This is an optimization exercise on Yosys and OpenROAD, whose aim is small area, a short achievable clock period and few clock cycles per item, not a production implementation. In this exercise RTL edits were held to simulation tests only and were not proved equivalent to the original. No activity file was given, so power comes from the tool's default toggle rates.

Design top, start of the top module:
module top (
  input  wire        clk,
  input  wire        reset,
  input  wire [15:0] instruction,
  output wire        done,
  output wire [15:0] d_out_c,
  output wire [15:0] d_out_0,
  output wire [15:0] d_out_1,
  output wire [15:0] d_out_2,
  output wire [15:0] d_out_3,
  output wire [15:0] d_out_4,
  output wire [15:0] d_out_5,
  output wire [15:0] d_out_6,
  output wire [15:0] d_out_7
);
export LEC_CHECK = 0
export ABC_AREA = 1
export CAP_MARGIN = 20
export CORE_MARGIN = 2
export CORE_UTILIZATION = 50
export CTS_BUF_LIST = sky130_fd_sc_hd__clkbuf_8
export CTS_CLUSTER_SIZE = 10
export SETUP_SLACK_MARGIN = 0.3
export SLEW_MARGIN = 20
create_clock -name core_clock -period 6.0 [get_ports {clk}]
standard.sh (not shown) runs the stock make flow with config.mk's settings and CLKGATE_MAP_FILE= SYNTH_SCRIPT=/design/flow/synth_recipe.tcl, a recipe that flattens the netlist after the stock synthesis.
==> flow/flow/run.sh <==
#!/bin/bash
# The standard layout (standard.sh) with two changes:
#  - no half/full-adder cell extraction in synthesis (ADDER_MAP_FILE empty), so
#    abc maps the adder's generate/propagate logic with the rest of the logic;
#  - the port buffers are plain buf_1 cells (repair may resize them).
# The synthesis script itself is the standard flow's, so the registers are the standard ones.
set -euo pipefail
export ADDER_MAP_FILE=
export BUFFER_PORTS_ARGS="-buffer_cell sky130_fd_sc_hd__buf_1"
bash standard.sh > flow_layout.log 2>&1
Testbench counts at the start, summed over its fixed seeds: cycles 3,200, insns 3,200.
Edit:
==> flow/flow/run.sh (replaced) <==
#!/bin/bash
# The standard layout (standard.sh) with three changes:
#  - no half/full-adder cell extraction in synthesis (ADDER_MAP_FILE empty), so
#    abc maps the adder's generate/propagate logic with the rest of the logic;
#  - the port buffers are plain buf_1 cells (repair may resize them);
#  - clock tree synthesis inserts no dummy load cells (otherwise the same
#    arguments ORFS builds from config.mk's CTS_BUF_LIST and CTS_CLUSTER_SIZE).
# The synthesis script itself is the standard flow's, so the registers are the standard ones.
set -euo pipefail
export ADDER_MAP_FILE=
export BUFFER_PORTS_ARGS="-buffer_cell sky130_fd_sc_hd__buf_1"
export CTS_ARGS="-sink_clustering_enable -repair_clock_nets -sink_clustering_size 10 -buf_list sky130_fd_sc_hd__clkbuf_8 -dont_use_dummy_load"
bash standard.sh > flow_layout.log 2>&1
The changed run produced a clean layout.
Cell area fell by 1.3%.
Die area is unchanged.
Clock-buffer cell count stays the same.
Core utilization goes down by 0.79 points.
Clock skew rises by 0.025 ns.
Final cell count came out lower by 0.46%.
Worst hold slack got worse by 0.0048 ns.
Register-to-register slack is about the same.

* * *

Setup of 07-13:
The RTL this note starts from:
==> flow/design.v <==
module Reg_0 (
  input  wire        clk,
  input  wire        rst,
  input  wire        en_0,
  input  wire [15:0] d_in,
  output reg  [15:0] q,
  output wire [15:0] d_out
);
  assign d_out = en_0 ? d_in : q;
  always @(posedge clk or posedge rst) begin
    if (rst)
      q <= 16'b0;
    else
      q <= d_out;
  end
endmodule
module mux (
  input  wire [2:0]  sel,
  input  wire        imm_sel,
  input  wire [7:0]  imm,
  input  wire [15:0] d0, d1, d2, d3, d4, d5, d6, d7,
  output wire [15:0] out
);
  wire [7:0] oh = imm_sel ? 8'b0 : (8'b1 << sel);
  assign out = ({16{oh[0]}} & d0) | ({16{oh[1]}} & d1) | ({16{oh[2]}} & d2) |
               ({16{oh[3]}} & d3) | ({16{oh[4]}} & d4) | ({16{oh[5]}} & d5) |
               ({16{oh[6]}} & d6) | ({16{oh[7]}} & d7) |
               {8'b0, imm_sel ? imm : 8'b0};
endmodule
module ARITHM (
  input  wire [15:0] in_a,
  input  wire [15:0] in_b,
  input  wire [2:0]  select,
  output wire [15:0] alu_out
);
  wire op_add = select == 3'd0;
  wire op_sub = select == 3'd1;
  wire op_and = select == 3'd2;
  wire op_or  = select == 3'd3;
  wire op_xor = select == 3'd4;
  wire op_shl = select == 3'd5;
  wire op_shr = select == 3'd6;
  wire op_cmp = select == 3'd7;
  wire        sub = op_sub | op_cmp;
  wire [15:0] bx  = in_b ^ {16{sub}};
  wire [15:0] g0  = in_a & bx;
  wire [15:0] p0  = in_a ^ bx;
  reg [15:0] g, p, gn, pn;
  integer i, l;
  always @(*) begin
    g = g0; p = p0;
    for (l = 0; l < 4; l = l + 1) begin
      gn = g; pn = p;
      for (i = 0; i < 16; i = i + 1)
        if ((i >> l) & 1) begin
          gn[i] = g[i] | (p[i] & g[((i >> l) << l) - 1]);
          pn[i] = p[i] & p[((i >> l) << l) - 1];
        end
      g = gn; p = pn;
    end
  end
  wire [15:0] c   = {g[14:0] | (p[14:0] & {15{sub}}), sub};
  wire [15:0] sum = p0 ^ c;
  wire        gt  = g[15];               
  wire        eq  = p[15];               
  wire        lt  = ~(g[15] | p[15]);
  wire [15:0] ar;
  wire [15:0] sr;
  genvar k;
  generate
    for (k = 0; k < 16; k = k + 1) begin : rev
      assign ar[k] = op_shl ? in_a[15-k] : in_a[k];
    end
  endgenerate
  assign sr = ar >> in_b[3:0];
  wire big = |in_b[15:4];
  wire [15:0] srl;
  generate
    for (k = 0; k < 16; k = k + 1) begin : rev2
      assign srl[k] = sr[15-k];
    end
  endgenerate
  assign alu_out = ({16{op_add | op_sub}} & sum) |
                   ({16{op_and | op_or}} & g0) |
                   ({16{op_or | op_xor}} & p0) |
                   ({16{op_shr & ~big}} & sr) |
                   ({16{op_shl & ~big}} & srl) |
                   {14'b0, op_cmp & lt, op_cmp & gt};
endmodule
module Control_Unit (
  input  wire        rst,
  input  wire [15:0] instruction,
  output wire [7:0]  wr_en,
  output wire        wr_c,
  output wire        use_imm,
  output wire [2:0]  alu_sel,
  output wire        done
);
  wire run = (instruction[1:0] != 2'b10) & ~rst;
  assign done    = run;
  assign wr_c    = run;
  assign wr_en   = {8{run}} & (8'b1 << instruction[15:13]);
  assign use_imm = instruction[0] & ~instruction[1];
  assign alu_sel = instruction[4:2];
endmodule
module top (
  input  wire        clk,
  input  wire        reset,
  input  wire [15:0] instruction,
  output wire        done,
  output wire [15:0] d_out_c,
  output wire [15:0] d_out_0,
  output wire [15:0] d_out_1,
  output wire [15:0] d_out_2,
  output wire [15:0] d_out_3,
  output wire [15:0] d_out_4,
  output wire [15:0] d_out_5,
  output wire [15:0] d_out_6,
  output wire [15:0] d_out_7
);
  wire [7:0]  wr_en;
  wire        wr_c;
  wire        use_imm;
  wire [2:0]  alu_sel;
  wire [15:0] q0, q1, q2, q3, q4, q5, q6, q7, qc;
  wire [15:0] a, b, alu_out;
  Control_Unit control_unit (
    .rst(reset), .instruction(instruction),
    .wr_en(wr_en), .wr_c(wr_c), .use_imm(use_imm), .alu_sel(alu_sel),
    .done(done)
  );
  mux mux_a (.sel(instruction[15:13]), .imm_sel(1'b0), .imm(8'b0),
             .d0(q0), .d1(q1), .d2(q2), .d3(q3), .d4(q4), .d5(q5), .d6(q6), .d7(q7),
             .out(a));
  mux mux_b (.sel(instruction[12:10]), .imm_sel(use_imm), .imm(instruction[12:5]),
             .d0(q0), .d1(q1), .d2(q2), .d3(q3), .d4(q4), .d5(q5), .d6(q6), .d7(q7),
             .out(b));
  ARITHM my_alu (.in_a(a), .in_b(b), .select(alu_sel), .alu_out(alu_out));
  Reg_0 reg0 (.clk(clk), .rst(reset), .en_0(wr_en[0]), .d_in(alu_out), .q(q0), .d_out(d_out_0));
  Reg_0 reg1 (.clk(clk), .rst(reset), .en_0(wr_en[1]), .d_in(alu_out), .q(q1), .d_out(d_out_1));
  Reg_0 reg2 (.clk(clk), .rst(reset), .en_0(wr_en[2]), .d_in(alu_out), .q(q2), .d_out(d_out_2));
  Reg_0 reg3 (.clk(clk), .rst(reset), .en_0(wr_en[3]), .d_in(alu_out), .q(q3), .d_out(d_out_3));
  Reg_0 reg4 (.clk(clk), .rst(reset), .en_0(wr_en[4]), .d_in(alu_out), .q(q4), .d_out(d_out_4));
  Reg_0 reg5 (.clk(clk), .rst(reset), .en_0(wr_en[5]), .d_in(alu_out), .q(q5), .d_out(d_out_5));
  Reg_0 reg6 (.clk(clk), .rst(reset), .en_0(wr_en[6]), .d_in(alu_out), .q(q6), .d_out(d_out_6));
  Reg_0 reg7 (.clk(clk), .rst(reset), .en_0(wr_en[7]), .d_in(alu_out), .q(q7), .d_out(d_out_7));
  Reg_0 regC (.clk(clk), .rst(reset), .en_0(wr_c),     .d_in(alu_out), .q(qc), .d_out(d_out_c));
endmodule
==> flow/config.mk <==
export PLATFORM = sky130hd
export DESIGN_NAME = top
export DESIGN_NICKNAME = top
export VERILOG_FILES = /design/flow/design.v
export SDC_FILE = /design/flow/constraint.sdc
export NUM_CORES = 4
export LEC_CHECK = 0
export ABC_AREA = 1
export CAP_MARGIN = 20
export CORE_MARGIN = 2
export CORE_UTILIZATION = 50
export SETUP_SLACK_MARGIN = 0.3
export SLEW_MARGIN = 20
==> flow/constraint.sdc <==
create_clock -name core_clock -period 6.0 [get_ports {clk}]
set_input_delay 1.2000 -clock core_clock [delete_from_list [all_inputs] [get_ports {clk}]]
set_output_delay 1.2000 -clock core_clock [all_outputs]
set_load 0.01 [all_outputs]
==> flow/flow/run.sh <==
#!/bin/bash
# The standard layout (standard.sh) with two changes:
#  - no half/full-adder cell extraction in synthesis (ADDER_MAP_FILE empty), so
#    abc maps the adder's generate/propagate logic with the rest of the logic;
#  - the port buffers are plain buf_1 cells (repair may resize them).
# The synthesis script itself is the standard flow's, so the registers are the standard ones.
set -euo pipefail
export ADDER_MAP_FILE=
export BUFFER_PORTS_ARGS="-buffer_cell sky130_fd_sc_hd__buf_1"
bash standard.sh > flow_layout.log 2>&1
Looking at the reports, 07-13 completed the entire flow and the layout it produced met the timing, design-rule and antenna checks.
Testbench counts of 07-13, summed over its fixed seeds: cycles 3,200, insns 3,200.
## Diff of input files: 01-24 against 07-13
Settings: an added CTS_CLUSTER_SIZE of 10; an added CTS_BUF_LIST of sky130_fd_sc_hd__clkbuf_8; an added PLACE_DENSITY_LB_ADDON of 0.2.
--- a/flow/flow/run.sh
+++ b/flow/flow/run.sh
@@ -2 +2 @@
-# The standard layout (standard.sh) with two changes:
+# The standard layout (standard.sh) with three changes:
@@ -5 +5,3 @@
-#  - the port buffers are plain buf_1 cells (repair may resize them).
+#  - the port buffers are plain buf_1 cells (repair may resize them);
+#  - clock tree synthesis inserts no dummy load cells (otherwise the same
+#    arguments ORFS builds from config.mk's CTS_BUF_LIST and CTS_CLUSTER_SIZE).
@@ -9,0 +12 @@
+export CTS_ARGS="-sink_clustering_enable -repair_clock_nets -sink_clustering_size 10 -buf_list sky130_fd_sc_hd__clkbuf_8 -dont_use_dummy_load"
[summary]
Taking 07-13 as the reference, in 01-24 final core area utilization -2.2 points; fraction of power spent switching nets climbed 2.1 points; register-to-register slack saw an increase.
Via count normalized by instance count: 07-13 vs 01-24, no meaningful difference
01-24 ended with less routed wire length than 07-13.
01-24 finished end to end and its layout was clean on timing, DRC and antenna.

* * *

run A:
// top: RTL as listed in full above, without the edits since
Settings: LEC_CHECK=0, ABC_AREA=1, CAP_MARGIN=20, CORE_MARGIN=2, CORE_UTILIZATION=40, SETUP_SLACK_MARGIN=0.5, SLEW_MARGIN=20; clock period 6.0 ns.
==> flow/flow/run.sh <==
#!/bin/bash
set -euo pipefail
export BUFFER_PORTS_ARGS="-buffer_cell sky130_fd_sc_hd__buf_1"
bash standard.sh > flow_standard.log 2>&1
Run A finished end to end and its layout was clean on timing, DRC and antenna.
Testbench counts of run A, summed over its fixed seeds: cycles 3,200, insns 3,200.
Edits applied to the flow inputs when going from run A to run B:
# run A
export LEC_CHECK = 0
export ABC_AREA = 1
export CAP_MARGIN = 20
export CORE_MARGIN = 2
export CORE_UTILIZATION = 40
export SETUP_SLACK_MARGIN = 0.5
export SLEW_MARGIN = 20
create_clock -name core_clock -period 6.0 [get_ports {clk}]
# run B
export LEC_CHECK = 0
export CAP_MARGIN = 20
export CORE_MARGIN = 2
export CORE_UTILIZATION = 40
export SLEW_MARGIN = 20
create_clock -name core_clock -period 6.0 [get_ports {clk}]
==> comparison <==
No crash in run B: every stage finished, but the layout fails its final checks due to negative setup slack. Hold slack delta (run B -> run A): insignificant. Delta (run B minus run A): routed length on met2 fell by about 0.9%, leakage power of the design fell by about 6%.
Setup changes, run B to run C
# run B
export LEC_CHECK = 0
export CAP_MARGIN = 20
export CORE_MARGIN = 2
export CORE_UTILIZATION = 40
export SLEW_MARGIN = 20
create_clock -name core_clock -period 6.0 [get_ports {clk}]
# run C
export LEC_CHECK = 0
export ABC_AREA = 1
export CAP_MARGIN = 20
export CORE_MARGIN = 2
export CORE_UTILIZATION = 50
export SETUP_SLACK_MARGIN = 0.3
export SLEW_MARGIN = 20
create_clock -name core_clock -period 6.0 [get_ports {clk}]
## What came out
- Run C finished all stages; the layout is clean.
- Looking at most common library cell in the layout ignoring fill and taps, the sky130_fd_sc_hd__buf_4 result is from run B; the sky130_fd_sc_hd__nand2_1 one comes from run C.
- Lower sequential share of cell area among run B and run C: run B
- Compared to run B, the router laid down less metal wire for run C.
- The combinational family with the most area after synthesis comes out simple AND/OR/NAND/NOR gates in one run and multiplexers in the other, namely in run C and run B respectively.
- Diff run C..run B | maximum number of buffers from clock root to sink | unchanged
Here is what was changed in the inputs of run D compared with run C.
# run C
export LEC_CHECK = 0
export ABC_AREA = 1
export CAP_MARGIN = 20
export CORE_MARGIN = 2
export CORE_UTILIZATION = 50
export SETUP_SLACK_MARGIN = 0.3
export SLEW_MARGIN = 20
create_clock -name core_clock -period 6.0 [get_ports {clk}]
# run D
export LEC_CHECK = 0
export ABC_AREA = 1
export CAP_MARGIN = 20
export CORE_MARGIN = 2
export CORE_UTILIZATION = 50
export CTS_BUF_LIST = sky130_fd_sc_hd__clkbuf_8
export CTS_CLUSTER_SIZE = 10
export PLACE_DENSITY_LB_ADDON = 0.2
export SETUP_SLACK_MARGIN = 0.3
export SLEW_MARGIN = 20
create_clock -name core_clock -period 6.0 [get_ports {clk}]
==> flow/flow/run.sh <==
#!/bin/bash
# The standard layout (standard.sh) with four changes:
#  - no half/full-adder cell extraction in synthesis (ADDER_MAP_FILE empty), so
#    abc maps the adder's generate/propagate logic with the rest of the logic;
#  - abc sizes its gates for a 2 fF load (ABC_LOAD_IN_FF, 5 in the platform);
#  - the port buffers are plain buf_1 cells (repair may resize them);
#  - clock tree synthesis inserts no dummy load cells (otherwise the same
#    arguments ORFS builds from config.mk's CTS_BUF_LIST and CTS_CLUSTER_SIZE).
# The synthesis script itself is the standard flow's, so the registers are the standard ones.
set -euo pipefail
W=$(pwd)
export ADDER_MAP_FILE=
export BUFFER_PORTS_ARGS="-buffer_cell sky130_fd_sc_hd__buf_1"
export CTS_ARGS="-sink_clustering_enable -repair_clock_nets -sink_clustering_size 10 -buf_list sky130_fd_sc_hd__clkbuf_8 -dont_use_dummy_load"
sed "s#CLKGATE_MAP_FILE= #CLKGATE_MAP_FILE= ABC_LOAD_IN_FF=2 #" "$W/standard.sh" > "$W/standard_load.sh"
grep -q "ABC_LOAD_IN_FF=2" "$W/standard_load.sh"
bash "$W/standard_load.sh" > flow_layout.log 2>&1
Findings:
Run D: no failed stages, no open violations at the end. Looking at first-iteration DRC count across both flows, run D is the stronger of the two, with run C trailing. Status: clock sink count parity (run C, run D). Run D against run C: critical path depth fell by about 4.5%, worst-case setup margin in the final layout rose by 0.11 ns, final cell count rose by 32, post-route cell area fell by 8.7%, count of placed standard cells including taps rose by 74. Fraction of the yosys area taken by sequential cells delta (run C -> run D): insignificant.

## what the ideal ports hide
The flow's constraints put no driver on any port. The routed layouts listed below were extracted and timed again, unchanged, in two steps.
Step 1, drivers: a clkbuf_16 drives clk and a buf_2 each remaining input, both assumed.
Step 2 moves the port delays by t, midway between the first and last clock arrival at a register: inputs arrive t later, outputs are due t later. That takes back most of the time a late clock gives input paths.
Three values: no drivers, after step 1, after step 2; two values: the first two.
| run | t, ns | slack for setup (ns) | hold slack, ns | latest minus earliest clock arrival (ns) | worst data-port slew with drivers (ns) |
|---|---|---|---|---|---|
| the first run of note 1 | 0.513 | 0.477 / 0.457 / 0.457 | 0.482 / 0.482 / 0.482 | 0.019 / 0.020 | 0.05 |
| the second run of note 1 | 0.491 | 0.459 / 0.415 / 0.415 | 0.477 / 0.477 / 0.477 | 0.045 / 0.044 | 0.05 |
| 07-13 | 0.478 | 0.470 / 0.433 / 0.433 | 0.476 / 0.476 / 0.476 | 0.015 / 0.015 | 0.05 |
| 01-24 | 0.488 | 0.475 / 0.440 / 0.440 | 0.477 / 0.477 / 0.477 | 0.044 / 0.044 | 0.04 |
| run A | 0.475 | 0.285 / 0.229 / 0.229 | 0.478 / 0.478 / 0.478 | 0.010 / 0.011 | 0.07 |
| run B | 0.488 | -0.512 / -0.553 / -0.553 | 0.478 / 0.478 / 0.478 | 0.019 / 0.019 | 0.15 |
| run C | 0.482 | 0.360 / 0.337 / 0.337 | 0.476 / 0.476 / 0.476 | 0.016 / 0.016 | 0.06 |
| run D | 0.502 | 0.470 / 0.445 / 0.445 | 0.475 / 0.475 / 0.475 | 0.045 / 0.044 | 0.03 |
For run A, which loses most, drivers alone change the setup slack by -0.056 ns; drivers and shift together by -0.056 ns.
